What follows belongs to an exercise in optimizing a design on an open flow for small area and a short achievable clock period; a production flow would make more cautious choices. At most, simulation tests tie the RTL to the original design; equivalence was not proved. The RTL of run 2 was laid out without a check of its function. No activity file was given, so power comes from the tool's default toggle rates.

`design/flow/run.sh`:
```
#!/bin/bash
# synth_recipe.tcl (not shown) runs the flow's synth.tcl, then flattens the netlist and writes it again
# the make line also repeats each setting of config.mk as NAME=value (left out here)
make -C /OpenROAD-flow-scripts/flow DESIGN_CONFIG=/design/flow/config.mk WORK_HOME=/design/flow/orfs CLKGATE_MAP_FILE= SYNTH_SCRIPT=/design/flow/synth_recipe.tcl finish
```
`design/flow/config.mk`:
```
export PLATFORM = sky130hd
export DESIGN_NAME = adress_checker
export DESIGN_NICKNAME = adress_checker
export VERILOG_FILES = /design/flow/design.v
export SDC_FILE = /design/flow/constraint.sdc
export NUM_CORES = 4
export LEC_CHECK = 0
export CAP_MARGIN = 20
export CORE_MARGIN = 2
export CORE_UTILIZATION = 40
export SETUP_SLACK_MARGIN = 0.1
export SLEW_MARGIN = 20
```
`design/flow/constraint.sdc`:
```
create_clock -name core_clock -period 7.5 [get_ports {clk}]
set_input_delay 1.5000 -clock core_clock [delete_from_list [all_inputs] [get_ports {clk}]]
set_output_delay 1.5000 -clock core_clock [all_outputs]
set_load 0.01 [all_outputs]
```
`design/flow/design.v`:
```
`timescale 1ns / 1ps
module adress_checker(
    input clk,
    input rst,
    input [63:0] address,          
    input [63:0] size,             
    input valid,                   
    input [3:0] start,             
    input [3:0] complete,          
    output reg [1:0] dependency    
    );
reg [63:0] address_buffer [0:3];
reg [63:0] end_address_buffer [0:3];
reg [3:0] busy;
reg [3:0] clash;
reg full;
reg [1:0] free_slot;
wire [63:0] end_address;
assign end_address = address + size - 1'b1;
integer i;
always @(*) begin
    full = &busy;
    for (i = 0; i < 4; i = i + 1)
        clash[i] = busy[i] & (address <= end_address_buffer[i]) & (end_address >= address_buffer[i]);
    if (~busy[0])      free_slot = 2'd0;
    else if (~busy[1]) free_slot = 2'd1;
    else if (~busy[2]) free_slot = 2'd2;
    else               free_slot = 2'd3;
end
always @(posedge clk) begin
    if (~rst) begin
        for (i = 0; i < 4; i = i + 1) begin
            address_buffer[i] <= 0;
            end_address_buffer[i] <= 0;
        end
        busy <= 0;
        dependency <= 0;
    end
    else begin
        busy <= busy & ~complete;
        if (valid) begin
            if (full) begin
                dependency <= 2'b11;
            end
            else if (|clash) begin
                dependency <= 2'b01;
            end
            else begin
                dependency <= 2'b00;
                address_buffer[free_slot] <= address;
                end_address_buffer[free_slot] <= end_address;
                busy[free_slot] <= 1'b1;
            end
        end
    end
end
endmodule
```
==> impl_summary.log, run 1 <==
[metrics] largest area contributor in the netlist: sky130_fd_sc_hd__edfxtp_1
[metrics] share of total power in the clock network: 0.265
[metrics] Relative slew margins: 0.2157
[metrics] overall track demand over capacity in global routing: 0.2414
[metrics] post-detailed-route DRC marker count: 0
[metrics] post-layout minimum cycle time: roughly 7.3 ns
[metrics] crit start category: input port
[metrics] worst path bufs/invs: 10
[metrics] maximum number of pins on one net before global-route repair: between 150 and 200
[metrics] post-synth cell types: 73
[metrics] relative contribution of sequential cells to total power: 0.315
[metrics] sequential share of the synthesized area: 0.4085
[metrics] P_int: about 0.0073 W
[metrics] worst r2r path cells: 15
[metrics] Detailed Routing Iterations Pass 1: 6
[metrics] number of flops mapped to enable cells by yosys: about 500
[metrics] category of the critical setup timing path: input port to register
[metrics] cell count after placement: 5817
[metrics] filler-free cell count of the finished design: approximately 6.0k
[metrics] total vias in the final route: around 33k
[metrics] worst hold path type: register to register
[metrics] count of clock tree sinks: about 520
[metrics] flip-flop cell with the highest count after synthesis: sky130_fd_sc_hd__edfxtp_1
[metrics] Clock Tree Root: sky130_fd_sc_hd__clkbuf_16
[metrics] global-route wire length before repair: ~180000 um
[metrics] startpoint of the worst-slack reg-to-reg timing path: end_address_buffer[0][29]$_SDFFCE_PN0P_
[metrics] height of the chip: 312.0 um
[metrics] adder and majority gate portion of the synthesized area: 0.2106
[metrics] commonest cells in the netlist: sky130_fd_sc_hd__inv_1 (846), sky130_fd_sc_hd__ha_1 (637), sky130_fd_sc_hd__edfxtp_1 (512), sky130_fd_sc_hd__nor4_1 (401), sky130_fd_sc_hd__a21oi_1 (252)
[metrics] Post-Synthesis Net Count: 4750
[metrics] overall die area: about 100000 um^2
[metrics] post-layout total power: roughly 0.011 W
[metrics] post-DP HPWL: roughly 90000 um
[metrics] final worst-path setup slack: 0.1727 ns
[metrics] P&R area growth vs syn: 28.70%
[metrics] Hold Crit Start: dependency[0]$_SDFFE_PN0P_
[metrics] terminus of the critical flop-to-flop path: end_address_buffer[0][27]$_SDFFCE_PN0P_
[metrics] post-synthesis async set-or-reset flop share: 0
[metrics] critical path data required time: slightly below 8 ns
[metrics] flop2flop setup slack: between 3 and 4 ns
[metrics] WP data arrival: about 7.7 ns
[metrics] total CTS buffers: 60
[metrics] count of max-cap constraint violations: 0
[metrics] Clk Latency, worst-skew pair: ~0.66 ns
[metrics] switching power share of the total: 0.3522
[metrics] dominant combinational cell family by area after synthesis: adder cells
[metrics] Port Buf Inserts: 136
[metrics] CTS tree: done
[metrics] pin slew with the least headroom to its limit: between 1 and 1.5 ns
[metrics] cell leakage power: 21.54 nW
[metrics] simple logic cell fraction of the synthesized area: 0.1562
[metrics] maximum level of the CTS H-tree: 2
[metrics] total net switching power: about 0.004 W
[metrics] capture endpoint of the worst hold path: dependency[0]$_SDFFE_PN0P_
[metrics] flip-flop and latch count after synthesis: between 500 and 600
[metrics] post-synthesis mux area share: 0.0002639
[metrics] Setup-failing EPs final: 0
[metrics] final clock period utilization by the worst path: 0.9770
[metrics] maximum clock skew at final layout: between 0.04 and 0.05 ns
[metrics] width of the die: a little over 300 um
[metrics] largest delay contributor family on the critical path: compound AO/OA/AOI/OAI gates
[metrics] setup repair after global routing missed its margin: false
[metrics] Routability Congestion: roughly 0.93
[metrics] total of warnings raised by yosys: 1
[metrics] combinational share of power: 0.420
[metrics] Critical Path Sink Type: register
[metrics] area share of xor/xnor cells in the synthesized design: 0.01316
[metrics] wire length after detailed routing: about 120000 um
[metrics] most common cell in the synthesized netlist: sky130_fd_sc_hd__inv_1
[metrics] fillers: around 8.6k
[metrics] most repeated library cell on the critical path: sky130_fd_sc_hd__o21ai_4
[metrics] VDD IR max: between 0.0002 and 0.00025 V
[metrics] count of cells along the worst hold path: 1
[metrics] Starting Density: 0.4052
[metrics] maximum clock path buffer count: 3
[metrics] FP Rows: around 110
[metrics] synthesized netlist cell count: 3973
[metrics] total congestion overflow: 0
[metrics] clock slew seen by the registers of the worst setup and hold paths: about 0.06 ns
[metrics] post-synthesis compound-gate area fraction: 0.1087
[metrics] antenna viol nets, final: 0
[metrics] delay of the slowest critical-path stage: 0.48 ns
[metrics] Worst Path Max Fanout: 8
[metrics] antenna violations before repair: 2
[metrics] Iter 0 DRT Violations: 2486
[metrics] area of the mapped netlist: approximately 38000 um^2
[metrics] number of top-level pins: about 140
[metrics] cell types occupying the most area after synthesis: sky130_fd_sc_hd__edfxtp_1 (41%), sky130_fd_sc_hd__ha_1 (21%), sky130_fd_sc_hd__inv_1 (8.4%)
[metrics] fraction of final layout cells with drive strength greater than 1: 0.1894
[metrics] post-DR wirelength/cell: roughly 20 um
[metrics] standard cell core area: ~94000 um^2
[metrics] count of nets after finishing: roughly 5.4k
[metrics] Slew Limit Fails: 0
[metrics] final count of hold timing violations: 0
[metrics] via count of the first global-routing pass: approximately 32k
[metrics] Slowest cell on crit path: sky130_fd_sc_hd__clkdlybuf4s50_1
[metrics] FMAX: roughly 140 MHz
[metrics] mean area per synthesized cell: around 9.5 um^2
[metrics] pre-CTS WS: -0.7474 ns
[metrics] hold buffers post-CTS: 0
[metrics] DR vias/cell: approximately 5.5
[metrics] summed negative setup slack over all endpoints: 0 ns
[metrics] area share of the leading cell type in the synthesized netlist: 0.4053
[metrics] result of the run: timing/DRC/antenna clean
[metrics] PwrDens: 229.8 nW/um^2
logic make-up (layout without fill, tap and decap cells):
kind of cell	after synthesis	in the layout
flops	518	518
buf+inv	1026	1751
compound gates	659	659
fa+ha+maj	638	638
simple gates	1074	1074
mux	1	1
xor+xnor	57	57
other cells	0	2
registers in the layout, summed over array words and instances, names as in the netlist:
signal	flops
end_address_buffer	256
busy	4
dependency	2
address_buffer	256
final cells by class:
class                           instances  area (um^2)  area share
Multi-Input combinational cell       2429        19550      0.4004
Inverter                              846         3207     0.06568
Sequential cell                       518        15500      0.3175
Timing Repair Buffer                  792         7062      0.1446
Clock inverter                         31        316.6    0.006484
Tap cell                             1254         1569     0.03214
Clock buffer                           82         1615     0.03309
Antenna cell                            2        5.005   0.0001025
worst reg2reg max path, stage by stage, from the launching register on:
cell and delay (ns):
sky130_fd_sc_hd__edfxtp_1 0.32, sky130_fd_sc_hd__inv_1 0.04, sky130_fd_sc_hd__ha_1 0.29, sky130_fd_sc_hd__nand4_1 0.23
sky130_fd_sc_hd__nor4_1 0.85, sky130_fd_sc_hd__and2_1 0.40, sky130_fd_sc_hd__o311a_1 0.35, sky130_fd_sc_hd__nor3_1 0.14
sky130_fd_sc_hd__o21a_1 0.22, sky130_fd_sc_hd__o22ai_2 0.19, sky130_fd_sc_hd__nand4b_4 0.15, sky130_fd_sc_hd__buf_12 0.18
sky130_fd_sc_hd__o21ai_4 0.14, sky130_fd_sc_hd__buf_12 0.15, sky130_fd_sc_hd__clkbuf_16 0.19, sky130_fd_sc_hd__buf_16 0.16
per-stage QoR:
step | hold slack [ns] | cell area, um^2 | util
6_report | 0.4852 | 48820 | 0.5215
5_1_grt | 0.4949 | 48820 | 0.5215
4_1_cts | 0.4866 | 48090 | 0.5137
3_5_place_dp | 0.4733 | 46110 | 0.4926
3_3_place_gp | 0.4663 | 46110 | 0.4926
2_1_floorplan | 0.4750 | 38600 | -
power by group through the flow:
| stage | combinational [W] | sequential (W) | clock [W] |
|---|---|---|---|
| after floorplan | 0.00243 | 0.00358 | 0 |
| after global placement | 0.00440 | 0.00359 | 0 |
| after detailed placement | 0.00449 | 0.00359 | 0 |
| after CTS | 0.00453 | 0.00353 | 0.00300 |
| after global routing | 0.00520 | 0.00356 | 0.00310 |
| final | 0.00471 | 0.00353 | 0.00297 |
worst max path at each step:
| stage | startpoint | cells after the start | to |
|---|---|---|---|
| after floorplan | address[1] | 26 | address_buffer[0][0]$_SDFFCE_PN0P_ |
| after global placement | address[19] | 32 | end_address_buffer[1][3]$_SDFFCE_PN0P_ |
| after detailed placement | address[19] | 31 | address_buffer[1][44]$_SDFFCE_PN0P_ |
| after CTS | address[16] | 32 | address_buffer[0][42]$_SDFFCE_PN0P_ |
| after global routing | address[1] | 34 | end_address_buffer[0][26]$_SDFFCE_PN0P_ |
| final | address[2] | 30 | end_address_buffer[0][27]$_SDFFCE_PN0P_ |
placed cells by master (no fill, tap or decap), types with 27 or more instances in the layout:
master and n:
sky130_fd_sc_hd__clkdlybuf4s50_1 128, sky130_fd_sc_hd__a21o_1 87, sky130_fd_sc_hd__nor3_1 162, sky130_fd_sc_hd__nand4_1 100
sky130_fd_sc_hd__xnor2_1 27, sky130_fd_sc_hd__nand2_1 162, sky130_fd_sc_hd__buf_12 46, sky130_fd_sc_hd__nor2_1 66
sky130_fd_sc_hd__o21ai_0 102, sky130_fd_sc_hd__edfxtp_1 512, sky130_fd_sc_hd__inv_1 823, sky130_fd_sc_hd__nor4_1 395
sky130_fd_sc_hd__nand3_1 60, sky130_fd_sc_hd__a21oi_1 235, sky130_fd_sc_hd__buf_4 597, sky130_fd_sc_hd__ha_1 611
sky130_fd_sc_hd__clkbuf_16 69
repair_timing:
item	CTS	global route
buffers inserted	3	10
setup endpoints to repair	1000	1027
cloned	0	9
pin swaps	5	34
resized for setup	12	88
routing by layer:
metal / share of wire / up-vias / track usage
met5: 0.00011 / - / 0
met4: 0.030 / 2 / 0.07179
met3: 0.058 / 187 / 0.02581
met2: 0.48 / 849 / 0.4109
met1: 0.43 / 15690 / 0.3240
li1: - / 15800 / -
==> inputs of run 2 (changes only) <==
==> design/flow/design.v (replaced) <==
`timescale 1ns / 1ps
module adress_checker(
    input clk,
    input rst,
    input [63:0] address,          
    input [63:0] size,             
    input valid,                   
    input [3:0] start,             
    input [3:0] complete,          
    output reg [1:0] dependency    
    );
reg [63:0] address_buffer [0:3];
reg [63:0] end_address_buffer [0:3];
reg [3:0] busy;
reg [3:0] clash;
reg full;
reg [3:0] take;
wire [63:0] end_address = address + size - 1'b1;
integer i;
always @(*) begin
    full = &busy;
    for (i = 0; i < 4; i = i + 1)
        clash[i] = busy[i] & (address <= end_address_buffer[i]) & (end_address >= address_buffer[i]);
    take[0] = ~busy[0];
    take[1] = busy[0] & ~busy[1];
    take[2] = busy[0] & busy[1] & ~busy[2];
    take[3] = busy[0] & busy[1] & busy[2] & ~busy[3];
end
always @(posedge clk) begin
    for (i = 0; i < 4; i = i + 1)
        if (~busy[i]) begin
            address_buffer[i] <= address;
            end_address_buffer[i] <= end_address;
        end
end
always @(posedge clk) begin
    if (~rst) begin
        busy <= 0;
        dependency <= 0;
    end
    else begin
        if (valid)
            dependency <= full ? 2'b11 : (|clash) ? 2'b01 : 2'b00;
        busy <= (busy & ~complete) | (take & {4{valid & ~|clash}});
    end
end
endmodule
==> run 2 against run 1 <==
  * Non-clock buffer count shrank 419
  * Global-route usage fell by 3.5 points
  * Setup slack improved by 0.19 ns
  * Worst hold slack improved by 0.13 ns
  * Critical endpoint is now busy[2]$_SDFF_PN0_
  * Largest power group unchanged
  * Highest routed layer is now met4
==> impl_summary.log, run 2 <==
[metrics] most common cell in the synthesized netlist: sky130_fd_sc_hd__inv_1 (unchanged)
[metrics] worst r2r path cells: 13 (was 15)
[metrics] global-route wire length before repair: 135300 um (was 182800 um)
[metrics] overall track demand over capacity in global routing: 0.2060 (was 0.2414)
[metrics] commonest cells after routing, fill and taps aside: sky130_fd_sc_hd__inv_1 (776), sky130_fd_sc_hd__ha_1 (637), sky130_fd_sc_hd__edfxtp_1 (512) (was sky130_fd_sc_hd__inv_1 (823), sky130_fd_sc_hd__ha_1 (611), sky130_fd_sc_hd__buf_4 (597))
[metrics] Port Buf Inserts: 136 (unchanged)
[metrics] area of the mapped netlist: 33600 um^2 (was 37940 um^2)
[metrics] flop2flop setup slack: 3.01 ns (was 3.21 ns)
[metrics] Slew Limit Fails: 0 (unchanged)
[metrics] via count of the first global-routing pass: 22.66k (was 31.59k)
[metrics] registers with the most flip-flops: address_buffer: 256 flops, end_address_buffer: 256 flops, busy: 4 flops (unchanged)
[metrics] Clock Tree Root: sky130_fd_sc_hd__clkbuf_16 (unchanged)
[metrics] sequential share of the synthesized area: 0.4611 (was 0.4085)
[metrics] category of the critical setup timing path: input port to register (unchanged)
[metrics] total of warnings raised by yosys: 3 (was 1)
[metrics] Routability Congestion: 0.8820 (was 0.9305)
[metrics] Critical Path Sink Type: register (unchanged)
[metrics] post-DR wirelength/cell: 19.10 um (was 20.29 um)
[metrics] FMAX: 140.1 MHz (was 136.5 MHz)
[metrics] FP Rows: 106 (was 112)
[metrics] maximum number of pins on one net before global-route repair: 85 (was 163)
[metrics] post-layout minimum cycle time: 7.138 ns (was 7.327 ns)
[metrics] pin slew with the least headroom to its limit: 1.054 ns (was 1.166 ns)
[metrics] result of the run: timing/DRC/antenna clean (unchanged)
[metrics] mean area per synthesized cell: 10.88 um^2 (was 9.548 um^2)
[metrics] overall die area: 86340 um^2 (was 97320 um^2)
[metrics] CTS tree: done (unchanged)
[metrics] total CTS buffers: 58 (was 60)
[metrics] number of top-level pins: 141 (unchanged)
[metrics] post-DP HPWL: 67170 um (was 92220 um)
[metrics] Relative slew margins: 0.2911 (was 0.2157)
[metrics] capture endpoint of the worst hold path: busy[3]$_SDFF_PN0_ (was dependency[0]$_SDFFE_PN0P_)
[metrics] critical path data required time: 8.05 ns (was 7.85 ns)
[metrics] largest area contributor in the netlist: sky130_fd_sc_hd__edfxtp_1 (unchanged)
[metrics] crit start category: input port (unchanged)
[metrics] final count of hold timing violations: 0 (unchanged)
[metrics] height of the chip: 293.8 um (was 312.0 um)
[metrics] Clk Latency, worst-skew pair: 0.64 ns (was 0.66 ns)
[metrics] count of max-cap constraint violations: 0 (unchanged)
[metrics] VDD IR max: 0.0001944 V (was 0.0002025 V)
[metrics] clock slew seen by the registers of the worst setup and hold paths: 0.06 ns (about the same)
[metrics] Antenna Cells: 0 (was 2)
[metrics] Post-Synthesis Net Count: 3865 (was 4750)
[metrics] fraction of final layout cells with drive strength greater than 1: 0.09842 (was 0.1894)
[metrics] area used by multi-input combinational logic: 15240 um^2 (was 19550 um^2)
[metrics] final clock period utilization by the worst path: 0.9518 (was 0.9770)
[metrics] Detailed Routing Iterations Pass 1: 7 (was 6)
[metrics] post-layout total power: 0.01189 W (was 0.01122 W)
[metrics] total congestion overflow: 0 (unchanged)
[metrics] fillers: 7612 (was 8569)
[metrics] synthesized netlist cell count: 3088 (was 3973)
[metrics] post-synthesis async set-or-reset flop share: 0 (unchanged)
[metrics] terminus of the critical flop-to-flop path: busy[0]$_SDFF_PN0_ (was end_address_buffer[0][27]$_SDFFCE_PN0P_)
[metrics] P&R area growth vs syn: 18.98% (was 28.70%)
[metrics] cell leakage power: 20.19 nW (was 21.54 nW)
[metrics] WP data arrival: 7.69 ns (was 7.68 ns)
[metrics] maximum clock skew at final layout: 0.02522 ns (was 0.04484 ns)
[metrics] maximum clock path buffer count: 3 (unchanged)
[metrics] cell types occupying the most area after synthesis: sky130_fd_sc_hd__edfxtp_1 (46%), sky130_fd_sc_hd__ha_1 (24%), sky130_fd_sc_hd__inv_1 (8.7%) (was sky130_fd_sc_hd__edfxtp_1 (41%), sky130_fd_sc_hd__ha_1 (21%), sky130_fd_sc_hd__inv_1 (8.4%))
[metrics] count of nets after finishing: 4279 (was 5424)
[metrics] Starting Density: 0.4028 (was 0.4052)
[metrics] Setup-failing EPs final: 0 (unchanged)
[metrics] area share of the leading cell type in the synthesized netlist: 0.4576 (was 0.4053)
[metrics] PwrDens: 297.5 nW/um^2 (was 229.8 nW/um^2)
[metrics] Hold Crit Start: busy[2]$_SDFF_PN0_ (was dependency[0]$_SDFFE_PN0P_)
[metrics] wire length after detailed routing: 88340 um (was 120800 um)
[metrics] Worst Path Max Fanout: 4 (was 8)
[metrics] commonest non-fill, non-tap cell in the layout: sky130_fd_sc_hd__inv_1 (unchanged)
[metrics] Iter 0 DRT Violations: 1652 (was 2486)
[metrics] post-detailed-route DRC marker count: 0 (unchanged)
[metrics] antenna viol nets, final: 0 (unchanged)
[metrics] Register Area: 15490 um^2 (was 15500 um^2)
[metrics] flip-flop cell with the highest count after synthesis: sky130_fd_sc_hd__edfxtp_1 (unchanged)
[metrics] total vias in the final route: 23.60k (was 32.54k)
[metrics] fraction of the core area covered by cells at the end of the flow: 0.4792 (was 0.5215)
[metrics] post-synth cell types: 66 (was 73)
[metrics] flip-flop and latch count after synthesis: 518 (unchanged)
[metrics] standard cell core area: 83420 um^2 (was 93610 um^2)
[metrics] antenna violations before repair: 3 (was 2)
[metrics] count of cells along the worst hold path: 2 (was 1)
[metrics] startpoint of the worst-slack reg-to-reg timing path: end_address_buffer[0][41]$_DFFE_PN_ (was end_address_buffer[0][29]$_SDFFCE_PN0P_)
[metrics] count of clock tree sinks: 518 (unchanged)
[metrics] width of the die: 293.8 um (was 312.0 um)
[metrics] maximum level of the CTS H-tree: 2 (unchanged)
[metrics] worst hold path type: register to register (unchanged)
[metrics] setup repair after global routing missed its margin: false (unchanged)
[metrics] number of flops mapped to enable cells by yosys: 512 (unchanged)
[metrics] DR vias/cell: 5.101 (was 5.465)
[metrics] commonest cells in the netlist: sky130_fd_sc_hd__inv_1 (780), sky130_fd_sc_hd__ha_1 (637), sky130_fd_sc_hd__edfxtp_1 (512), sky130_fd_sc_hd__a21o_1 (237), sky130_fd_sc_hd__a21oi_1 (188) (was sky130_fd_sc_hd__inv_1 (846), sky130_fd_sc_hd__ha_1 (637), sky130_fd_sc_hd__edfxtp_1 (512), sky130_fd_sc_hd__nor4_1 (401), sky130_fd_sc_hd__a21oi_1 (252))
## run 2: changes by cell type after synthesis, sizes merged, moves of 34 or more
cell,before,now
a21oi,253,189
a21o,88,237
inv,846,780
nor4,401,13
o21ai,121,85
nand2,166,76
nand3,64,30
nor3,167,24
clkbuf,147,15
## run 2: worst max-delay path, cell delays in order
cell and delay [ns]:
sky130_fd_sc_hd__clkdlybuf4s50_1 0.48, sky130_fd_sc_hd__inv_1 0.05, sky130_fd_sc_hd__ha_1 0.27, sky130_fd_sc_hd__inv_1 0.04
sky130_fd_sc_hd__ha_1 0.25, sky130_fd_sc_hd__fa_1 0.43, sky130_fd_sc_hd__a21o_1 0.25, sky130_fd_sc_hd__a31oi_4 0.25
sky130_fd_sc_hd__o211ai_2 0.19, sky130_fd_sc_hd__nand2_1 0.14, sky130_fd_sc_hd__a2bb2oi_1 0.21, sky130_fd_sc_hd__o221ai_2 0.15
sky130_fd_sc_hd__a211oi_2 0.32, sky130_fd_sc_hd__o21ai_2 0.13, sky130_fd_sc_hd__a211oi_2 0.27, sky130_fd_sc_hd__xnor2_1 0.14
sky130_fd_sc_hd__buf_4 0.18, sky130_fd_sc_hd__ha_1 0.25, sky130_fd_sc_hd__a21oi_1 0.15, sky130_fd_sc_hd__o221ai_1 0.17
sky130_fd_sc_hd__a221oi_2 0.32, sky130_fd_sc_hd__o21a_1 0.25, sky130_fd_sc_hd__o211ai_1 0.11, sky130_fd_sc_hd__a221o_1 0.33
sky130_fd_sc_hd__a21oi_1 0.23, sky130_fd_sc_hd__o211ai_1 0.22, sky130_fd_sc_hd__buf_4 0.19, sky130_fd_sc_hd__o31ai_1 0.21
## run 2: kinds of logic (layout without fill, tap and decap cells)
| logic type | count (synthesis) | in the layout | share of synthesized area |
|---|---|---|---|
| compound gates | 657 | 657 | 0.1302 |
| flops | 518 | 518 | 0.4611 |
| mux | 1 | 1 | 0.0002979 |
| simple gates | 413 | 413 | 0.06483 |
| buf+inv | 799 | 1257 | 0.08959 |
| xor+xnor | 62 | 62 | 0.01616 |
| fa+ha+maj | 638 | 638 | 0.2378 |
## run 2: layout make-up
class | count | share of cell area
sequential | 518 | 0.3876
multi-input combinational | 1771 | 0.3813
timing repair buffer | 373 | 0.07887
inverter | 780 | 0.07374
clock buffer | 70 | 0.03796
tap | 1080 | 0.03380
clock inverter | 34 | 0.006791
## run 2: layer usage
layer | wire (um) | vias up | GRT usage
met4 | 2128 | 0 | 0.05164
met3 | 4896 | 106 | 0.02213
met1 | 42260 | 11170 | 0.3013
li1 | - | 11770 | -
met5 | 0 | - | 0
met2 | 39060 | 556 | 0.3256
## run 2: how the worst max path moves through the flow
stage | from | endpoint | slack (ns)
3_3_place_gp | address[1] | dependency[0]$_SDFFE_PN0P_ | -0.78
6_report | address[1] | busy[2]$_SDFF_PN0_ | 0.36
2_1_floorplan | address[1] | dependency[0]$_SDFFE_PN0P_ | 1.07
4_1_cts | address[2] | dependency[0]$_SDFFE_PN0P_ | 0.22
5_1_grt | address[1] | busy[0]$_SDFF_PN0_ | 0.08
3_5_place_dp | address[2] | dependency[0]$_SDFFE_PN0P_ | -0.77
## run 2: stage by stage
step / hold slack, ns / instances / worst slack [ns] / setup TNS (ns) / instance area [um^2]
3_5_place_dp: 0.6084 / 4517 / -0.7727 / -3.727 / 38010
5_1_grt: 0.6532 / 4626 / 0.08127 / 0 / 39980
2_1_floorplan: 0.4466 / 3088 / 1.067 / 0 / 33600
6_report: 0.6112 / 4626 / 0.3617 / 0 / 39980
4_1_cts: 0.6270 / 4621 / 0.2165 / 0 / 39800
3_3_place_gp: 0.6068 / 4517 / -0.7793 / -3.708 / 38010
## run 2: power by group
part | switching, W | internal (W) | total (W) | leakage [nW]
clock network | 0.00117 | 0.00156 | 0.00273 | 0.872
registers | 0.000197 | 0.00419 | 0.00439 | 5.40
logic | 0.00276 | 0.00201 | 0.00477 | 13.9
total | 0.00413 | 0.00777 | 0.0119 | 20.2
## run 2: what timing repair did
action	CTS	global route
hold buffers	0	0
pin swaps	0	6
setup endpoints to repair	5	5
resized for setup	2	22
buffers inserted	0	5
cloned	0	0
==> inputs of run 3 (changes only) <==
==> design/flow/design.v (replaced) <==
`timescale 1ns / 1ps
module adress_checker(
    input clk,
    input rst,
    input [63:0] address,          
    input [63:0] size,             
    input valid,                   
    input [3:0] start,             
    input [3:0] complete,          
    output reg [1:0] dependency    
    );
reg [63:0] address_buffer [0:3];
reg [63:0] end_address_buffer [0:3];
reg [3:0] busy;
reg [3:0] free;      
function le64;
    input [63:0] x;
    input [63:0] y;
    reg [63:0] g, p;
    integer k, w;
    begin
        g = y & ~x;
        p = y | ~x;
        g[0] = p[0];                       
        for (w = 32; w >= 1; w = w / 2)
            for (k = 0; k < w; k = k + 1) begin
                g[k] = g[2*k+1] | (p[2*k+1] & g[2*k]);
                p[k] = p[2*k+1] & p[2*k];
            end
        le64 = g[0];
    end
endfunction
function [63:0] addm1;
    input [63:0] x;
    input [63:0] y;
    reg [63:0] u, v, g, p;
    integer k, l, s;
    begin
        u = ~(x ^ y);
        v = {(x[62:0] | y[62:0]), 1'b0};
        g = u & v;
        p = u ^ v;
        for (l = 0; l < 6; l = l + 1) begin
            s = 1 << l;
            for (k = 63; k >= 0; k = k - 1)
                if ((k & s) != 0) begin
                    g[k] = g[k] | (p[k] & g[(k & ~(2*s-1)) + s - 1]);
                    p[k] = p[k] & p[(k & ~(2*s-1)) + s - 1];
                end
        end
        addm1 = (u ^ v) ^ {g[62:0], 1'b0};
    end
endfunction
wire [63:0] end_address = addm1(address, size);
reg [3:0] clash;
reg [3:0] take;
integer i;
always @(*) begin
    for (i = 0; i < 4; i = i + 1)
        clash[i] = busy[i] & le64(address, end_address_buffer[i]) & le64(address_buffer[i], end_address);
    take[0] = ~busy[0];
    take[1] = busy[0] & ~busy[1];
    take[2] = busy[0] & busy[1] & ~busy[2];
    take[3] = busy[0] & busy[1] & busy[2] & ~busy[3];
end
always @(posedge clk) begin
    for (i = 0; i < 4; i = i + 1) begin
        address_buffer[i] <= (address_buffer[i] & {64{busy[i]}}) | (address & {64{free[i]}});
        end_address_buffer[i] <= (end_address_buffer[i] & {64{busy[i]}}) | (end_address & {64{free[i]}});
    end
end
always @(posedge clk) begin
    if (~rst) begin
        busy <= 0;
        free <= 4'b1111;
        dependency <= 0;
    end
    else begin
        if (valid)
            dependency <= (&busy) ? 2'b11 : (|clash) ? 2'b01 : 2'b00;
        busy <= (busy & ~complete) | (take & {4{valid & ~|clash}});
        free <= ~((busy & ~complete) | (take & {4{valid & ~|clash}}));
    end
end
endmodule
--- a/design/flow/config.mk
+++ b/design/flow/config.mk
@@ -5,6 +5,7 @@
 export SDC_FILE = /design/flow/constraint.sdc
 export NUM_CORES = 4
 export LEC_CHECK = 0
+export ABC_AREA = 1
 export CAP_MARGIN = 20
 export CORE_MARGIN = 2
 export CORE_UTILIZATION = 40
==> run 3 against run 2 <==
  * Sequential cell count up 4
  * Power shrank 16%
  * Highest routed layer unchanged
  * Clock skew up 0.0051 ns
  * Largest power group is now registers
==> impl_summary.log, run 3 <==
[metrics] Final Hold Slack: 0.4620 ns (was 0.6112 ns)
[metrics] Port Buf Inserts: 136 (unchanged)
[metrics] critical path data required time: 8.03 ns (was 8.05 ns)
[metrics] result of the run: timing/DRC/antenna clean (unchanged)
[metrics] clock slew seen by the registers of the worst setup and hold paths: 0.06 ns (about the same)
[metrics] PwrDens: 293.1 nW/um^2 (was 297.5 nW/um^2)
[metrics] width of the die: 278.0 um (was 293.8 um)
[metrics] WP data arrival: 6.63 ns (was 7.69 ns)
[metrics] total CTS buffers: 58 (unchanged)
[metrics] number of flops mapped to enable cells by yosys: 0 (was 512)
[metrics] count of nets after finishing: 4840 (was 4279)
[metrics] FMAX: 163.9 MHz (was 140.1 MHz)
[metrics] post-synthesis mux area share: 0 (was 0.0002979)
[metrics] area share of xor/xnor cells in the synthesized design: 0.0008749 (was 0.01616)
[metrics] critical path launch point: address[32] (was address[1])
[metrics] post-detailed-route DRC marker count: 0 (unchanged)
[metrics] global-route wire length before repair: 147400 um (was 135300 um)
[metrics] Worst Path Max Fanout: 11 (was 4)
[metrics] post-synth cell types: 56 (was 66)
[metrics] FP Rows: 100 (was 106)
[metrics] height of the chip: 278.0 um (was 293.8 um)
[metrics] VDD IR max: 0.0001650 V (was 0.0001944 V)
[metrics] CTS tree: done (unchanged)
[metrics] setup fix buffers added after clock tree synthesis: 0 (unchanged)
[metrics] cell leakage power: 16.38 nW (was 20.19 nW)
[metrics] pin slew with the least headroom to its limit: 1.143 ns (was 1.054 ns)
[metrics] final count of hold timing violations: 0 (unchanged)
[metrics] commonest cells in the netlist: sky130_fd_sc_hd__nand2_1 (1045), sky130_fd_sc_hd__inv_1 (775), sky130_fd_sc_hd__dfxtp_1 (522), sky130_fd_sc_hd__o22ai_1 (411), sky130_fd_sc_hd__o21ai_0 (369) (was sky130_fd_sc_hd__inv_1 (780), sky130_fd_sc_hd__ha_1 (637), sky130_fd_sc_hd__edfxtp_1 (512), sky130_fd_sc_hd__a21o_1 (237), sky130_fd_sc_hd__a21oi_1 (188))
[metrics] total vias in the final route: 29.49k (was 23.60k)
[metrics] Detailed Routing Iterations Pass 1: 6 (was 7)
[metrics] Clock Tree Root: sky130_fd_sc_hd__clkbuf_16 (unchanged)
[metrics] commonest non-fill, non-tap cell in the layout: sky130_fd_sc_hd__nand2_1 (was sky130_fd_sc_hd__inv_1)
[metrics] flip-flop and latch count after synthesis: 522 (was 518)
[metrics] Post-Synthesis Net Count: 4810 (was 3865)
[metrics] post-DR wirelength/cell: 16.70 um (was 19.10 um)
[metrics] Starting Density: 0.4034 (was 0.4028)
[metrics] worst hold path type: register to register (unchanged)
[metrics] simple logic cell fraction of the synthesized area: 0.2569 (was 0.06483)
[metrics] Setup-failing EPs final: 0 (unchanged)
[metrics] fraction of the core area covered by cells at the end of the flow: 0.4555 (was 0.4792)
[metrics] overall die area: 77290 um^2 (was 86340 um^2)
[metrics] maximum number of pins on one net before global-route repair: 91 (was 85)
[metrics] standard cell core area: 74450 um^2 (was 83420 um^2)
[metrics] count of cells along the worst hold path: 2 (unchanged)
[metrics] DR vias/cell: 5.276 (was 5.101)
[metrics] mean area per synthesized cell: 6.614 um^2 (was 10.88 um^2)
[metrics] crit start category: input port (unchanged)
[metrics] maximum level of the CTS H-tree: 2 (unchanged)
[metrics] worst r2r path cells: 18 (was 13)
[metrics] final clock period utilization by the worst path: 0.8134 (was 0.9518)
[metrics] Routability Congestion: 0.8693 (was 0.8820)
[metrics] fraction of final layout cells with drive strength greater than 1: 0.05735 (was 0.09842)
[metrics] wire length after detailed routing: 93360 um (was 88340 um)
[metrics] hold buffers post-CTS: 0 (unchanged)
[metrics] post-synthesis async set-or-reset flop share: 0 (unchanged)
[metrics] Critical Path Sink Type: register (unchanged)
[metrics] area share of the leading cell type in the synthesized netlist: 0.3480 (was 0.4576)
[metrics] cell types occupying the most area after synthesis: sky130_fd_sc_hd__dfxtp_1 (35%), sky130_fd_sc_hd__nand2_1 (13%), sky130_fd_sc_hd__inv_1 (9.7%) (was sky130_fd_sc_hd__edfxtp_1 (46%), sky130_fd_sc_hd__ha_1 (24%), sky130_fd_sc_hd__inv_1 (8.7%))
[metrics] area of the mapped netlist: 30030 um^2 (was 33600 um^2)
[metrics] capture endpoint of the worst hold path: end_address_buffer[2][0]$_DFF_P_ (was busy[3]$_SDFF_PN0_)
[metrics] flop2flop setup slack: 4.76 ns (was 3.01 ns)
[metrics] Slew Limit Fails: 0 (unchanged)
[metrics] P&R area growth vs syn: 12.92% (was 18.98%)
[metrics] commonest cells after routing, fill and taps aside: sky130_fd_sc_hd__nand2_1 (1045), sky130_fd_sc_hd__inv_1 (767), sky130_fd_sc_hd__dfxtp_1 (518) (was sky130_fd_sc_hd__inv_1 (776), sky130_fd_sc_hd__ha_1 (637), sky130_fd_sc_hd__edfxtp_1 (512))
[metrics] summed negative setup slack over all endpoints: 0 ns (unchanged)
[metrics] Hold Crit Start: end_address_buffer[2][0]$_DFF_P_ (was busy[2]$_SDFF_PN0_)
[metrics] terminus of the critical flop-to-flop path: dependency[0]$_SDFFE_PN0P_ (was busy[0]$_SDFF_PN0_)
[metrics] post-DP HPWL: 65100 um (was 67170 um)
[metrics] post-synthesis compound-gate area fraction: 0.2088 (was 0.1302)
[metrics] synthesized netlist cell count: 4541 (was 3088)
[metrics] Relative slew margins: 0.2383 (was 0.2911)
[metrics] sequential share of the synthesized area: 0.3480 (was 0.4611)
[metrics] category of the critical setup timing path: input port to register (unchanged)
[metrics] most repeated library cell on the critical path: sky130_fd_sc_hd__nand2_1 (was sky130_fd_sc_hd__ha_1)
[metrics] Clk Latency, worst-skew pair: 0.64 ns (about the same)
[metrics] via count of the first global-routing pass: 27.31k (was 22.66k)
[metrics] antenna violations before repair: 1 (was 3)
[metrics] setup repair after global routing missed its margin: false (unchanged)
[metrics] flip-flop cell with the highest count after synthesis: sky130_fd_sc_hd__dfxtp_1 (was sky130_fd_sc_hd__edfxtp_1)
[metrics] cell count after placement: 5480 (was 4517)
[metrics] dominant combinational cell family by area after synthesis: simple AND/OR/NAND/NOR gates (was adder cells)
[metrics] number of top-level pins: 141 (unchanged)
[metrics] registers with the most flip-flops: address_buffer: 256 flops, end_address_buffer: 256 flops (was address_buffer: 256 flops, end_address_buffer: 256 flops, busy: 4 flops)
[metrics] most common cell in the synthesized netlist: sky130_fd_sc_hd__nand2_1 (was sky130_fd_sc_hd__inv_1)
[metrics] delay of the slowest critical-path stage: 0.68 ns (was 0.48 ns)
[metrics] post-layout minimum cycle time: 6.100 ns (was 7.138 ns)
[metrics] Antenna Cells: 0 (unchanged)
[metrics] total of warnings raised by yosys: 3 (unchanged)
[metrics] largest area contributor in the netlist: sky130_fd_sc_hd__dfxtp_1 (was sky130_fd_sc_hd__edfxtp_1)
[metrics] overall track demand over capacity in global routing: 0.2370 (was 0.2060)
[metrics] Slowest cell on crit path: sky130_fd_sc_hd__clkdlybuf4s50_1 (unchanged)
[metrics] number of gates resized after cts: 0 (was 2)
[metrics] adder and majority gate portion of the synthesized area: 0.05541 (was 0.2378)
[metrics] count of max-cap constraint violations: 0 (unchanged)
[metrics] startpoint of the worst-slack reg-to-reg timing path: end_address_buffer[2][35]$_DFF_P_ (was end_address_buffer[0][41]$_DFFE_PN_)
[metrics] count of clock tree sinks: 522 (was 518)
[metrics] filler-free cell count of the finished design: 5590 (was 4626)
[metrics] maximum clock path buffer count: 3 (unchanged)
[metrics] antenna viol nets, final: 0 (unchanged)
[metrics] fillers: 7775 (was 7612)
[metrics] Iter 0 DRT Violations: 1918 (was 1652)
[metrics] total congestion overflow: 0 (unchanged)
[metrics] maximum clock skew at final layout: 0.03030 ns (was 0.02522 ns)
run 3: cell types whose count changed after synthesis, moves of 213 or more:
cell / previous run / this run
sky130_fd_sc_hd__nand2_1: 76 / 1045
sky130_fd_sc_hd__dfxtp_1: 6 / 522
sky130_fd_sc_hd__edfxtp_1: 512 / 0
sky130_fd_sc_hd__ha_1: 637 / 125
sky130_fd_sc_hd__o22ai_1: 5 / 411
sky130_fd_sc_hd__o21ai_0: 76 / 369
sky130_fd_sc_hd__nand3_1: 30 / 310
sky130_fd_sc_hd__a21o_1: 237 / 1
sky130_fd_sc_hd__nor2_1: 73 / 286
run 3: how the worst max path moves through the flow:
stage / slack [ns] / endpoint / depth (start not counted)
floorplan: 2.29 / dependency[0]$_SDFFE_PN0P_ / 34
global placement: 0.81 / dependency[0]$_SDFFE_PN0P_ / 30
detailed placement: 0.76 / dependency[0]$_SDFFE_PN0P_ / 30
CTS: 1.41 / dependency[0]$_SDFFE_PN0P_ / 30
global route: 0.80 / dependency[0]$_SDFFE_PN0P_ / 30
finish: 1.40 / dependency[0]$_SDFFE_PN0P_ / 30
run 3: worst max-delay path, delay by kind of cell:
| family | cells | cell delay (ns) |
|---|---|---|
| and+or+nand+nor | 16 | 2.01 |
| AOI/OAI and AO/OA | 3 | 0.61 |
| buffers and inverters | 9 | 1.75 |
| adders and majority gates | 2 | 0.72 |
run 3: stage by stage:
step	setup WS [ns]	instance area, um^2	total power [W]
floorplan	2.294	30030	0.006093
global route	0.8001	33910	0.01060
detailed placement	0.7584	31970	0.007050
finish	1.400	33910	0.009940
CTS	1.410	33910	0.009951
global placement	0.8105	31970	0.006997
run 3: power breakdown:
part	internal (W)	total, W	switching, W
Sequential	0.00336	0.00365	0.000292
Clock	0.00169	0.00291	0.00122
Combinational	0.00113	0.00338	0.00225
run 3: cells by family (layout without fill, tap and decap cells):
group | count (synthesis) | in the layout
buffers and inverters | 1009 | 1089
adder cells (fa/ha/maj) | 130 | 130
flip-flops | 522 | 522
AND/OR/NAND/NOR | 1808 | 1808
AO/OA/AOI/OAI | 1069 | 1069
XOR/XNOR | 3 | 3
run 3: final cells by class:
type | instances | area, um^2 | area share
Timing Repair Buffer | 159 | 1534 | 0.04523
Clock buffer | 84 | 1669 | 0.04922
Clock inverter | 26 | 271.5 | 0.008006
Tap cell | 969 | 1212 | 0.03575
Sequential cell | 522 | 10460 | 0.3083
Multi-Input combinational cell | 3010 | 15680 | 0.4622
Inverter | 820 | 3095 | 0.09128
run 3: metal layers:
metal,GRT usage,vias to the layer above,routed length (um),share of wire
li1,-,15050,-,-
met1,0.3101,13630,42360,0.45
met2,0.4051,674,43740,0.47
met3,0.02636,146,4368,0.047
met4,0.08039,0,2894,0.031
met5,0,-,0,0
==> inputs of run 4 (changes only) <==
--- a/design/flow/config.mk
+++ b/design/flow/config.mk
@@ -8,6 +8,6 @@
 export ABC_AREA = 1
 export CAP_MARGIN = 20
 export CORE_MARGIN = 2
-export CORE_UTILIZATION = 40
-export SETUP_SLACK_MARGIN = 0.1
+export CORE_UTILIZATION = 60
+export CTS_BUF_LIST = sky130_fd_sc_hd__clkbuf_4 sky130_fd_sc_hd__clkbuf_8
 export SLEW_MARGIN = 20
==> run 4 against run 3 <==
  * Largest cell class unchanged
  * Critical endpoint unchanged
  * Wire length is 2.7% lower
  * Sequential share of layout area grew 0.33 points
  * Worst hold slack got worse by 0.0029 ns
==> impl_summary.log, run 4 <==
[metrics] fraction of the core area covered by cells at the end of the flow: 0.6825 (was 0.4555)
[metrics] largest area contributor in the netlist: sky130_fd_sc_hd__dfxtp_1 (unchanged)
[metrics] FP Rows: 81 (was 100)
[metrics] Setup-failing EPs final: 0 (unchanged)
[metrics] post-synth cell types: 56 (unchanged)
[metrics] terminus of the critical flop-to-flop path: busy[0]$_SDFF_PN0_ (was dependency[0]$_SDFFE_PN0P_)
[metrics] Clock Tree Root: sky130_fd_sc_hd__clkbuf_8 (was sky130_fd_sc_hd__clkbuf_16)
[metrics] cell leakage power: 16.46 nW (was 16.38 nW)
[metrics] Worst Path Max Fanout: 11 (unchanged)
[metrics] most repeated library cell on the critical path: sky130_fd_sc_hd__nand2_1 (unchanged)
[metrics] registers with the most flip-flops: address_buffer: 256 flops, end_address_buffer: 256 flops (unchanged)
[metrics] clock slew seen by the registers of the worst setup and hold paths: 0.06 ns (about the same)
[metrics] Slew Limit Fails: 0 (unchanged)
[metrics] placement-stage cell area: 31580 um^2 (was 31970 um^2)
[metrics] P&R area growth vs syn: 11.71% (was 12.92%)
[metrics] cell types occupying the most area after synthesis: sky130_fd_sc_hd__dfxtp_1 (35%), sky130_fd_sc_hd__nand2_1 (13%), sky130_fd_sc_hd__inv_1 (9.7%) (unchanged)
[metrics] FMAX: 165.4 MHz (was 163.9 MHz)
[metrics] post-DR wirelength/cell: 17.03 um (was 16.70 um)
[metrics] PwrDens: 292.6 nW/um^2 (was 293.1 nW/um^2)
[metrics] pin slew with the least headroom to its limit: 1.040 ns (was 1.143 ns)
[metrics] worst r2r path cells: 10 (was 18)
[metrics] maximum level of the CTS H-tree: 3 (was 2)
[metrics] antenna viol nets, final: 0 (unchanged)
[metrics] WP data arrival: 6.62 ns (was 6.63 ns)
[metrics] Clk Latency, worst-skew pair: 0.67 ns (was 0.64 ns)
[metrics] antenna violations before repair: 1 (unchanged)
[metrics] mean area per synthesized cell: 6.614 um^2 (unchanged)
[metrics] critical path data required time: 8.07 ns (was 8.03 ns)
[metrics] final count of hold timing violations: 0 (unchanged)
[metrics] count of nets after finishing: 4869 (was 4840)
[metrics] Detailed Routing Iterations Pass 1: 6 (unchanged)
[metrics] Post-Synthesis Net Count: 4810 (unchanged)
[metrics] post-DP HPWL: 62350 um (was 65100 um)
[metrics] fillers: 4548 (was 7775)
[metrics] Starting Density: 0.6110 (was 0.4034)
[metrics] overall die area: 51860 um^2 (was 77290 um^2)
[metrics] Relative slew margins: 0.3069 (was 0.2383)
[metrics] CTS tree: done (unchanged)
[metrics] flip-flop cell with the highest count after synthesis: sky130_fd_sc_hd__dfxtp_1 (unchanged)
[metrics] area of the mapped netlist: 30030 um^2 (unchanged)
[metrics] Critical Path Sink Type: register (unchanged)
[metrics] standard cell core area: 49150 um^2 (was 74450 um^2)
[metrics] total congestion overflow: 0 (unchanged)
[metrics] height of the chip: 227.7 um (was 278.0 um)
[metrics] global-route track usage on met3: 0.04633 (was 0.02636)
[metrics] flip-flop and latch count after synthesis: 522 (unchanged)
[metrics] Iter 0 DRT Violations: 2565 (was 1918)
[metrics] wire length after detailed routing: 90860 um (was 93360 um)
[metrics] total vias in the final route: 30.31k (was 29.49k)
[metrics] startpoint of the worst-slack reg-to-reg timing path: busy[3]$_SDFF_PN0_ (was end_address_buffer[2][35]$_DFF_P_)
[metrics] Hold Crit Start: end_address_buffer[1][0]$_DFF_P_ (was end_address_buffer[2][0]$_DFF_P_)
[metrics] VDD IR max: 0.0001789 V (was 0.0001650 V)
[metrics] area share of the leading cell type in the synthesized netlist: 0.3480 (unchanged)
[metrics] result of the run: timing/DRC/antenna clean (unchanged)
[metrics] Most Crowded Layer GR: met2 (unchanged)
[metrics] commonest cells after routing, fill and taps aside: sky130_fd_sc_hd__nand2_1 (1045), sky130_fd_sc_hd__inv_1 (767), sky130_fd_sc_hd__dfxtp_1 (518) (unchanged)
[metrics] total of warnings raised by yosys: 3 (unchanged)
[metrics] width of the die: 227.7 um (was 278.0 um)
[metrics] count of clock tree sinks: 522 (unchanged)
[metrics] worst hold path type: register to register (unchanged)
[metrics] sequential share of the synthesized area: 0.3480 (unchanged)
[metrics] post-synthesis async set-or-reset flop share: 0 (unchanged)
[metrics] crit start category: input port (unchanged)
[metrics] most common cell in the synthesized netlist: sky130_fd_sc_hd__nand2_1 (unchanged)
[metrics] total CTS buffers: 88 (was 58)
[metrics] met2 GRT Util: 0.5719 (was 0.4051)
[metrics] post-detailed-route DRC marker count: 0 (unchanged)
[metrics] via count of the first global-routing pass: 27.93k (was 27.31k)
[metrics] post-layout minimum cycle time: 6.047 ns (was 6.100 ns)
[metrics] capture endpoint of the worst hold path: end_address_buffer[1][0]$_DFF_P_ (was end_address_buffer[2][0]$_DFF_P_)
[metrics] summed negative setup slack over all endpoints: 0 ns (unchanged)
[metrics] count of cells along the worst hold path: 2 (unchanged)
[metrics] overall track demand over capacity in global routing: 0.3417 (was 0.2370)
[metrics] global-route wire length before repair: 144700 um (was 147400 um)
[metrics] number of gates resized after cts: 0 (unchanged)
[metrics] final clock period utilization by the worst path: 0.8063 (was 0.8134)
[metrics] maximum number of pins on one net before global-route repair: 92 (was 91)
[metrics] met1 Usage GRT: 0.4455 (was 0.3101)
[metrics] number of flops mapped to enable cells by yosys: 0 (unchanged)
[metrics] fraction of final layout cells with drive strength greater than 1: 0.07063 (was 0.05735)
[metrics] flop2flop setup slack: 4.47 ns (was 4.76 ns)
[metrics] count of max-cap constraint violations: 0 (unchanged)
[metrics] Slowest cell on crit path: sky130_fd_sc_hd__clkdlybuf4s50_1 (unchanged)
[metrics] fin area: 33550 um^2 (was 33910 um^2)
[metrics] Routability Congestion: 0.9012 (was 0.8693)
[metrics] maximum clock path buffer count: 3 (unchanged)
[metrics] number of top-level pins: 141 (unchanged)
[metrics] setup repair after global routing missed its margin: false (unchanged)
[metrics] setup fix buffers added after clock tree synthesis: 0 (unchanged)
[metrics] category of the critical setup timing path: input port to register (unchanged)
[metrics] commonest non-fill, non-tap cell in the layout: sky130_fd_sc_hd__nand2_1 (unchanged)
[metrics] Port Buf Inserts: 136 (unchanged)
[metrics] commonest cells in the netlist: sky130_fd_sc_hd__nand2_1 (1045), sky130_fd_sc_hd__inv_1 (775), sky130_fd_sc_hd__dfxtp_1 (522), sky130_fd_sc_hd__o22ai_1 (411), sky130_fd_sc_hd__o21ai_0 (369) (unchanged)
[metrics] delay of the slowest critical-path stage: 0.69 ns (was 0.68 ns)
[metrics] DR vias/cell: 5.679 (was 5.276)
[metrics] synthesized netlist cell count: 4541 (unchanged)
[metrics] hold buffers post-CTS: 0 (unchanged)
[metrics] maximum clock skew at final layout: 0.01679 ns (was 0.03030 ns)
## run 4: cell counts after synthesis
No cell type changed its count.
## run 4: area by class of cell
class / instances / area [um^2] / area share
diodes: 1 / 2.502 / 0.00007459
clock buffers: 147 / 1836 / 0.05471
clock inverters: 15 / 107.6 / 0.003207
inverters: 820 / 3095 / 0.09227
multi-input cells: 3010 / 15680 / 0.4672
flip-flops and latches: 522 / 10460 / 0.3116
well taps: 664 / 830.8 / 0.02476
repair buffers: 158 / 1546 / 0.04610
## run 4: stage by stage
step                setup WS [ns]  total power, W  hold WS, ns  std cells
floorplan                   2.294        0.006093       0.4259       4541
global placement           0.8435        0.006934       0.4393       5173
detailed placement         0.8429        0.006999       0.4466       5173
CTS                         1.551        0.009764       0.4613       5335
global route                1.034         0.01043       0.4786       5337
finish                      1.453        0.009816       0.4590       5337
## run 4: worst max-delay path by stage
| stage | from | end | slack (ns) | cells past startpoint |
|---|---|---|---|---|
| after floorplan | address[9] | dependency[0]$_SDFFE_PN0P_ | 2.29 | 34 |
| after detailed placement | address[7] | dependency[0]$_SDFFE_PN0P_ | 0.84 | 33 |
| after global routing | address[7] | busy[0]$_SDFF_PN0_ | 1.03 | 34 |
| after global placement | address[7] | dependency[0]$_SDFFE_PN0P_ | 0.84 | 33 |
| after CTS | address[7] | dependency[0]$_SDFFE_PN0P_ | 1.55 | 33 |
| final | address[32] | dependency[0]$_SDFFE_PN0P_ | 1.45 | 30 |
## run 4: cells by family (layout without fill, tap and decap cells)
family,count (synthesis),after routing,share of synthesized area
AOI/OAI and AO/OA,1069,1069,0.2088
and+or+nand+nor,1808,1808,0.2569
other,0,1,0
DFF,522,522,0.3480
buffers and inverters,1009,1140,0.1301
adders and majority gates,130,130,0.05541
xor gates and xnor gates,3,3,0.0008751
## run 4: critical path: cells and delay by family
family	cells	cell delay, ns
buffers and inverters	9	1.75
AND/OR/NAND/NOR	16	2.11
AO/OA/AOI/OAI	3	0.53
adder cells (fa/ha/maj)	2	0.69
## run 4: routing by layer
| metal | up-vias | wire (um) |
|---|---|---|
| met5 | - | 0 |
| met4 | 0 | 3376 |
| met3 | 198 | 6377 |
| met2 | 1078 | 41820 |
| met1 | 13910 | 39290 |
| li1 | 15130 | - |
## run 4: report_power, final
group	switching, W	total [W]	internal (W)
Clock	0.00121	0.00279	0.00158
Combinational	0.00224	0.00337	0.00113
Sequential	0.000299	0.00366	0.00336
==> inputs of run 5 (changes only) <==
--- a/design/flow/config.mk
+++ b/design/flow/config.mk
@@ -9,5 +9,8 @@
 export CAP_MARGIN = 20
 export CORE_MARGIN = 2
 export CORE_UTILIZATION = 60
-export CTS_BUF_LIST = sky130_fd_sc_hd__clkbuf_4 sky130_fd_sc_hd__clkbuf_8
+export CTS_CLUSTER_DIAMETER = 100
+export CTS_CLUSTER_SIZE = 30
+export SETUP_SLACK_MARGIN = 1.5
 export SLEW_MARGIN = 20
+export TNS_END_PERCENT = 10
==> run 5 against run 4 <==
  * Still clean on timing, DRC and antenna
  * Critical path depth up 3
  * Sequential cell count unchanged
  * Via count down 1.3%
  * Clock skew up 0.0026 ns
  * Setup slack better by 0.27 ns
  * Worst hold slack better by 0.011 ns
  * Sequential power about the same
  * Cell area down 3.0%
  * Final cell count down 2.0%
  * Maximum frequency up 4.6%
  * First-iteration DRC count down 0.70%
  * Critical endpoint is now busy[0]$_SDFF_PN0_
  * Largest power group unchanged
  * Highest routed layer unchanged
==> impl_summary.log, run 5 <==
[metrics] Port Buf Inserts: 136 (unchanged)
[metrics] Relative slew margins: 0.3010 (was 0.3069)
[metrics] Clk Latency, worst-skew pair: 0.58 ns (was 0.67 ns)
[metrics] most repeated library cell on the critical path: sky130_fd_sc_hd__nand2_1 (unchanged)
[metrics] setup repair after global routing missed its margin: false (unchanged)
[metrics] worst path bufs/invs: 7 (was 9)
[metrics] maximum level of the CTS H-tree: 1 (was 3)
[metrics] capture endpoint of the worst hold path: address_buffer[1][0]$_DFF_P_ (was end_address_buffer[1][0]$_DFF_P_)
[metrics] Final Hold Slack: 0.4700 ns (was 0.4590 ns)
[metrics] number of top-level pins: 141 (unchanged)
[metrics] post-DR wirelength/cell: 17.23 um (was 17.03 um)
[metrics] summed negative setup slack over all endpoints: 0 ns (unchanged)
[metrics] post-layout minimum cycle time: 5.780 ns (was 6.047 ns)
[metrics] number of flops mapped to enable cells by yosys: 0 (unchanged)
[metrics] post-DP HPWL: 62350 um (unchanged)
[metrics] hold buffers post-CTS: 0 (unchanged)
[metrics] Metal-1 WL: 39200 um (was 39290 um)
[metrics] Slew Limit Fails: 0 (unchanged)
[metrics] flop2flop setup slack: 4.48 ns (was 4.47 ns)
[metrics] antenna violations before repair: 2 (was 1)
[metrics] commonest cells after routing, fill and taps aside: sky130_fd_sc_hd__nand2_1 (1042), sky130_fd_sc_hd__inv_1 (762), sky130_fd_sc_hd__dfxtp_1 (518) (was sky130_fd_sc_hd__nand2_1 (1045), sky130_fd_sc_hd__inv_1 (767), sky130_fd_sc_hd__dfxtp_1 (518))
[metrics] flip-flop and latch count after synthesis: 522 (unchanged)
[metrics] count of clock tree sinks: 522 (unchanged)
[metrics] maximum clock path buffer count: 3 (unchanged)
[metrics] count of max-cap constraint violations: 0 (unchanged)
[metrics] post-synth cell types: 56 (unchanged)
[metrics] post-synthesis async set-or-reset flop share: 0 (unchanged)
[metrics] total CTS buffers: 21 (was 88)
[metrics] CTS tree: done (unchanged)
[metrics] total congestion overflow: 0 (unchanged)
[metrics] final clock period utilization by the worst path: 0.7707 (was 0.8063)
[metrics] most common cell in the synthesized netlist: sky130_fd_sc_hd__nand2_1 (unchanged)
[metrics] delay of the slowest critical-path stage: 0.62 ns (was 0.69 ns)
[metrics] clock slew seen by the registers of the worst setup and hold paths: 0.12 ns (was 0.06 ns)
[metrics] FP Rows: 81 (unchanged)
[metrics] sequential share of the synthesized area: 0.3480 (unchanged)
[metrics] Detailed Routing Iterations Pass 1: 6 (unchanged)
[metrics] total of warnings raised by yosys: 3 (unchanged)
[metrics] Hold Crit Start: address_buffer[1][0]$_DFF_P_ (was end_address_buffer[1][0]$_DFF_P_)
[metrics] mean area per synthesized cell: 6.614 um^2 (unchanged)
[metrics] commonest non-fill, non-tap cell in the layout: sky130_fd_sc_hd__nand2_1 (unchanged)
[metrics] wire length after detailed routing: 90090 um (was 90860 um)
[metrics] top routing layer in use: met4 (unchanged)
[metrics] flip-flop cell with the highest count after synthesis: sky130_fd_sc_hd__dfxtp_1 (unchanged)
[metrics] terminus of the critical flop-to-flop path: busy[0]$_SDFF_PN0_ (unchanged)
[metrics] global-route wire length before repair: 141600 um (was 144700 um)
[metrics] overall track demand over capacity in global routing: 0.3322 (was 0.3417)
[metrics] area of the mapped netlist: 30030 um^2 (unchanged)
[metrics] critical path data required time: 7.99 ns (was 8.07 ns)
[metrics] startpoint of the worst-slack reg-to-reg timing path: busy[3]$_SDFF_PN0_ (unchanged)
[metrics] standard cell core area: 49150 um^2 (unchanged)
[metrics] Clock Tree Root: sky130_fd_sc_hd__clkbuf_16 (was sky130_fd_sc_hd__clkbuf_8)
[metrics] DR vias/cell: 5.720 (was 5.679)
[metrics] commonest cells in the netlist: sky130_fd_sc_hd__nand2_1 (1045), sky130_fd_sc_hd__inv_1 (775), sky130_fd_sc_hd__dfxtp_1 (522), sky130_fd_sc_hd__o22ai_1 (411), sky130_fd_sc_hd__o21ai_0 (369) (unchanged)
[metrics] Met3 Wirelength: 6023 um (was 6377 um)
[metrics] Detail Route met2 WL: 41540 um (was 41820 um)
[metrics] PwrDens: 261.5 nW/um^2 (was 292.6 nW/um^2)
[metrics] fraction of final layout cells with drive strength greater than 1: 0.05261 (was 0.07063)
[metrics] largest delay contributor family on the critical path: simple AND/OR/NAND/NOR gates (unchanged)
[metrics] width of the die: 227.7 um (unchanged)
[metrics] cell leakage power: 15.95 nW (was 16.46 nW)
[metrics] via count of the first global-routing pass: 27.14k (was 27.93k)
[metrics] Critical Path Sink Type: register (unchanged)
[metrics] post-detailed-route DRC marker count: 0 (unchanged)
[metrics] cell types occupying the most area after synthesis: sky130_fd_sc_hd__dfxtp_1 (35%), sky130_fd_sc_hd__nand2_1 (13%), sky130_fd_sc_hd__inv_1 (9.7%) (unchanged)
[metrics] overall die area: 51860 um^2 (unchanged)
[metrics] final count of hold timing violations: 0 (unchanged)
[metrics] category of the critical setup timing path: input port to register (unchanged)
[metrics] WP data arrival: 6.27 ns (was 6.62 ns)
[metrics] FMAX: 173.0 MHz (was 165.4 MHz)
[metrics] Iter 0 DRT Violations: 2547 (was 2565)
[metrics] worst hold path type: register to register (unchanged)
[metrics] antenna viol nets, final: 0 (unchanged)
[metrics] P&R area growth vs syn: 8.378% (was 11.71%)
[metrics] count of cells along the worst hold path: 2 (unchanged)
[metrics] Routability Congestion: 0.9012 (unchanged)
[metrics] Worst Path Max Fanout: 9 (was 11)
[metrics] count of nets after finishing: 4830 (was 4869)
[metrics] result of the run: timing/DRC/antenna clean (unchanged)
[metrics] maximum clock skew at final layout: 0.01939 ns (was 0.01679 ns)
[metrics] maximum number of pins on one net before global-route repair: 92 (unchanged)
[metrics] total vias in the final route: 29.90k (was 30.31k)
[metrics] Slowest cell on crit path: sky130_fd_sc_hd__clkdlybuf4s50_1 (unchanged)
[metrics] pin slew with the least headroom to its limit: 1.049 ns (was 1.040 ns)
[metrics] worst r2r path cells: 10 (unchanged)
[metrics] crit start category: input port (unchanged)
[metrics] Starting Density: 0.6110 (unchanged)
[metrics] height of the chip: 227.7 um (unchanged)
[metrics] registers with the most flip-flops: address_buffer: 256 flops, end_address_buffer: 256 flops (unchanged)
[metrics] VDD IR max: 0.0001994 V (was 0.0001789 V)
[metrics] synthesized netlist cell count: 4541 (unchanged)
[metrics] largest area contributor in the netlist: sky130_fd_sc_hd__dfxtp_1 (unchanged)
[metrics] Setup-failing EPs final: 0 (unchanged)
[metrics] Post-Synthesis Net Count: 4810 (unchanged)
[metrics] area share of the leading cell type in the synthesized netlist: 0.3480 (unchanged)
[run 5: through the flow]
step / power (W) / utilization / std cells / worst slack [ns] / instance area, um^2
after global routing: 0.009092 / 0.6622 / 5228 / 1.478 / 32550
final: 0.008510 / 0.6622 / 5228 / 1.720 / 32550
after global placement: 0.006934 / 0.6424 / 5173 / 0.8435 / 31580
after CTS: 0.008408 / 0.6542 / 5197 / 1.503 / 32160
after detailed placement: 0.006999 / 0.6424 / 5173 / 0.8429 / 31580
after floorplan: 0.006093 / - / 4541 / 2.294 / 30030
[run 5: cell families (layout without fill, tap and decap cells)]
group / count (synthesis) / count (layout) / share of synthesized area
xor+xnor: 3 / 3 / 0.0008751
other cells: 0 / 2 / 0
simple gates: 1808 / 1809 / 0.2569
fa+ha+maj: 130 / 130 / 0.05541
buf+inv: 1009 / 1029 / 0.1301
compound gates: 1069 / 1069 / 0.2088
flops: 522 / 522 / 0.3480
[run 5: repair_timing]
action                     in CTS  in global routing
cloned                          0                  1
pin swaps                       0                  3
setup buffers                   0                 27
hold endpoints to repair        0                  0
gates resized for setup         3                 39
setup endpoints to repair       6                  9
[run 5: power by group]
part	total (W)	switching, W	internal, W
combinational	0.00342	0.00226	0.00116
clock	0.00144	0.000891	0.000551
sequential	0.00365	0.000297	0.00335
total	0.00851	0.00345	0.00506
[run 5: worst register-to-register path, delay by kind of cell (launching register included)]
kind / cells / cell delay [ns]
flops: 1 / 0.76
compound gates: 1 / 0.21
buf+inv: 4 / 1.51
simple gates: 5 / 0.46
[run 5: final cells by class]
class                      instances  area [um^2]
fill                            4634        16600
multi-input combinational       3011        15740
clock buffer                      22        529.3
sequential                       522        10460
inverter                         820         3141
clock inverter                     2        46.29
tap                              664        830.8
antenna                            2        5.005
timing repair buffer             185         1807
[run 5: worst max-delay path by stage]
stage          slack (ns)  cells past startpoint                    endpoint        start
6_report             1.72                     33          busy[0]$_SDFF_PN0_  address[21]
5_1_grt              1.48                     32          busy[0]$_SDFF_PN0_  address[21]
4_1_cts              1.50                     34          busy[0]$_SDFF_PN0_   address[2]
3_5_place_dp         0.84                     33  dependency[0]$_SDFFE_PN0P_   address[7]
3_3_place_gp         0.84                     33  dependency[0]$_SDFFE_PN0P_   address[7]
2_1_floorplan        2.29                     34  dependency[0]$_SDFFE_PN0P_   address[9]
[run 5: routing by layer]
metal,vias up,track usage
met5,-,0
met4,0,0.1120
met3,167,0.02635
met2,1060,0.5650
met1,13680,0.4454
li1,15000,-
==> inputs of run 6 (changes only) <==
--- a/design/flow/config.mk
+++ b/design/flow/config.mk
@@ -11,6 +11,6 @@
 export CORE_UTILIZATION = 60
 export CTS_CLUSTER_DIAMETER = 100
 export CTS_CLUSTER_SIZE = 30
-export SETUP_SLACK_MARGIN = 1.5
+export SETUP_SLACK_MARGIN = 3.0
 export SLEW_MARGIN = 20
 export TNS_END_PERCENT = 10
==> run 6 against run 5 <==
  * First-iteration DRC count rose by 26%
  * Still clean on timing, DRC and antenna
  * Sequential cell count did not move
  * Final cell count is 2.9% higher
  * Critical path depth decreased by 3
  * Register-to-register slack lost 0.10 ns
  * Non-clock buffer count is 146 higher
  * Via count up 5.6%
==> impl_summary.log, run 6 <==
[metrics] maximum level of the CTS H-tree: 1 (unchanged)
[metrics] hold buffers post-CTS: 0 (unchanged)
[metrics] pin slew with the least headroom to its limit: 1.114 ns (was 1.049 ns)
[metrics] count of clock tree sinks: 522 (unchanged)
[metrics] Detail Route met2 WL: 46060 um (was 41540 um)
[metrics] critical path launch point: address[58] (was address[21])
[metrics] Iter 0 DRT Violations: 3204 (was 2547)
[metrics] total of warnings raised by yosys: 3 (unchanged)
[metrics] mean area per synthesized cell: 6.614 um^2 (unchanged)
[metrics] final count of hold timing violations: 0 (unchanged)
[metrics] clock slew seen by the registers of the worst setup and hold paths: 0.11 ns (was 0.12 ns)
[metrics] PwrDens: 254.8 nW/um^2 (was 261.5 nW/um^2)
[metrics] FMAX: 211.9 MHz (was 173.0 MHz)
[metrics] most common cell in the synthesized netlist: sky130_fd_sc_hd__nand2_1 (unchanged)
[metrics] global-route wire length before repair: 153000 um (was 141600 um)
[metrics] Setup-failing EPs final: 0 (unchanged)
[metrics] standard cell core area: 49150 um^2 (unchanged)
[metrics] commonest cells in the netlist: sky130_fd_sc_hd__nand2_1 (1045), sky130_fd_sc_hd__inv_1 (775), sky130_fd_sc_hd__dfxtp_1 (522), sky130_fd_sc_hd__o22ai_1 (411), sky130_fd_sc_hd__o21ai_0 (369) (unchanged)
[metrics] delay of the slowest critical-path stage: 0.45 ns (was 0.62 ns)
[metrics] Worst Path Max Fanout: 13 (was 9)
[metrics] sequential share of the synthesized area: 0.3480 (unchanged)
[metrics] post-DR wirelength/cell: 18.27 um (was 17.23 um)
[metrics] count of max-cap constraint violations: 0 (unchanged)
[metrics] category of the critical setup timing path: input port to register (unchanged)
[metrics] Routability Congestion: 0.9032 (was 0.9012)
[metrics] post-layout minimum cycle time: 4.720 ns (was 5.780 ns)
[metrics] cell leakage power: 17.11 nW (was 15.95 nW)
[metrics] DR vias/cell: 5.870 (was 5.720)
[metrics] Post-Synthesis Net Count: 4810 (unchanged)
[metrics] largest area contributor in the netlist: sky130_fd_sc_hd__dfxtp_1 (unchanged)
[metrics] antenna violations before repair: 5 (was 2)
[metrics] Final Hold Slack: 0.4658 ns (was 0.4700 ns)
[metrics] Critical Path Sink Type: register (unchanged)
[metrics] Port Buf Inserts: 136 (unchanged)
[metrics] flip-flop cell with the highest count after synthesis: sky130_fd_sc_hd__dfxtp_1 (unchanged)
[metrics] CTS tree: done (unchanged)
[metrics] count of nets after finishing: 4981 (was 4830)
[metrics] setup repair after global routing missed its margin: true (was false)
[metrics] FP Rows: 81 (unchanged)
[metrics] pre-CTS WS: 1.030 ns (was 0.8429 ns)
[metrics] Met3 Wirelength: 6794 um (was 6023 um)
[metrics] total congestion overflow: 0 (unchanged)
[metrics] number of top-level pins: 141 (unchanged)
[metrics] Clock Tree Root: sky130_fd_sc_hd__clkbuf_16 (unchanged)
[metrics] synthesized netlist cell count: 4541 (unchanged)
[metrics] top routing layer in use: met5 (was met4)
[metrics] result of the run: timing/DRC/antenna clean (unchanged)
[metrics] via count of the first global-routing pass: 29.23k (was 27.14k)
[metrics] area share of the leading cell type in the synthesized netlist: 0.3480 (unchanged)
==> run 6: cells by family after synthesis <==
logic type      Yosys count  share of synthesized area
flops                   522                     0.3480
simple gates           1808                     0.2569
buf+inv                1009                     0.1301
compound gates         1069                     0.2088
fa+ha+maj               130                    0.05541
xor+xnor                  3                  0.0008751
==> run 6: worst max-delay path, delay by kind of cell <==
family / cells / cell delay (ns)
and+or+nand+nor: 20 / 2.08
adders and majority gates: 2 / 0.57
buffers and inverters: 8 / 1.04
==> run 6: repair_timing <==
item,4_1_cts,5_1_grt
pin swaps,217,103
resized for setup,788,168
gates cloned,6,0
setup endpoints to repair,26,9
setup buffers,136,37
==> run 6: area by class of cell <==
class	instances	area (um^2)	area share
Antenna cell	2	5.005	0.0001378
Inverter	820	3312	0.09121
Clock buffer	21	525.5	0.01447
Multi-Input combinational cell	3016	18300	0.5039
Sequential cell	522	10460	0.2879
Clock inverter	4	57.56	0.001585
Tap cell	664	830.8	0.02288
Timing Repair Buffer	331	2826	0.07784
==> run 6: stage by stage <==
| step | area, um^2 | cells |
|---|---|---|
| after floorplan | 30800 | 4541 |
| after global placement | 32150 | 5174 |
| after detailed placement | 32150 | 5174 |
| after CTS | 35590 | 5341 |
| after global routing | 36310 | 5379 |
| final | 36310 | 5380 |
==> run 6: where the power goes <==
part | switching (W) | total, W | leakage, nW | internal, W
logic | 0.00261 | 0.00414 | 12.4 | 0.00153
clock network | 0.000908 | 0.00146 | 0.284 | 0.000554
registers | 0.000298 | 0.00365 | 4.40 | 0.00335
==> run 6: worst paths after layout <==
check	end	slack, ns	cells past startpoint
worst max register to register	dependency[1]$_SDFFE_PN0P_	4.38	6
worst min-delay path	end_address_buffer[0][0]$_DFF_P_	0.47	2
worst max-delay path	busy[0]$_SDFF_PN0_	2.78	30
worst min register to register	end_address_buffer[0][0]$_DFF_P_	0.47	2
==> run 6: layer usage <==
metal | vias to the layer above | GRT usage
met5 | - | 0
met4 | 6 | 0.1649
met3 | 254 | 0.04008
met2 | 1281 | 0.6055
met1 | 14750 | 0.4638
li1 | 15290 | -
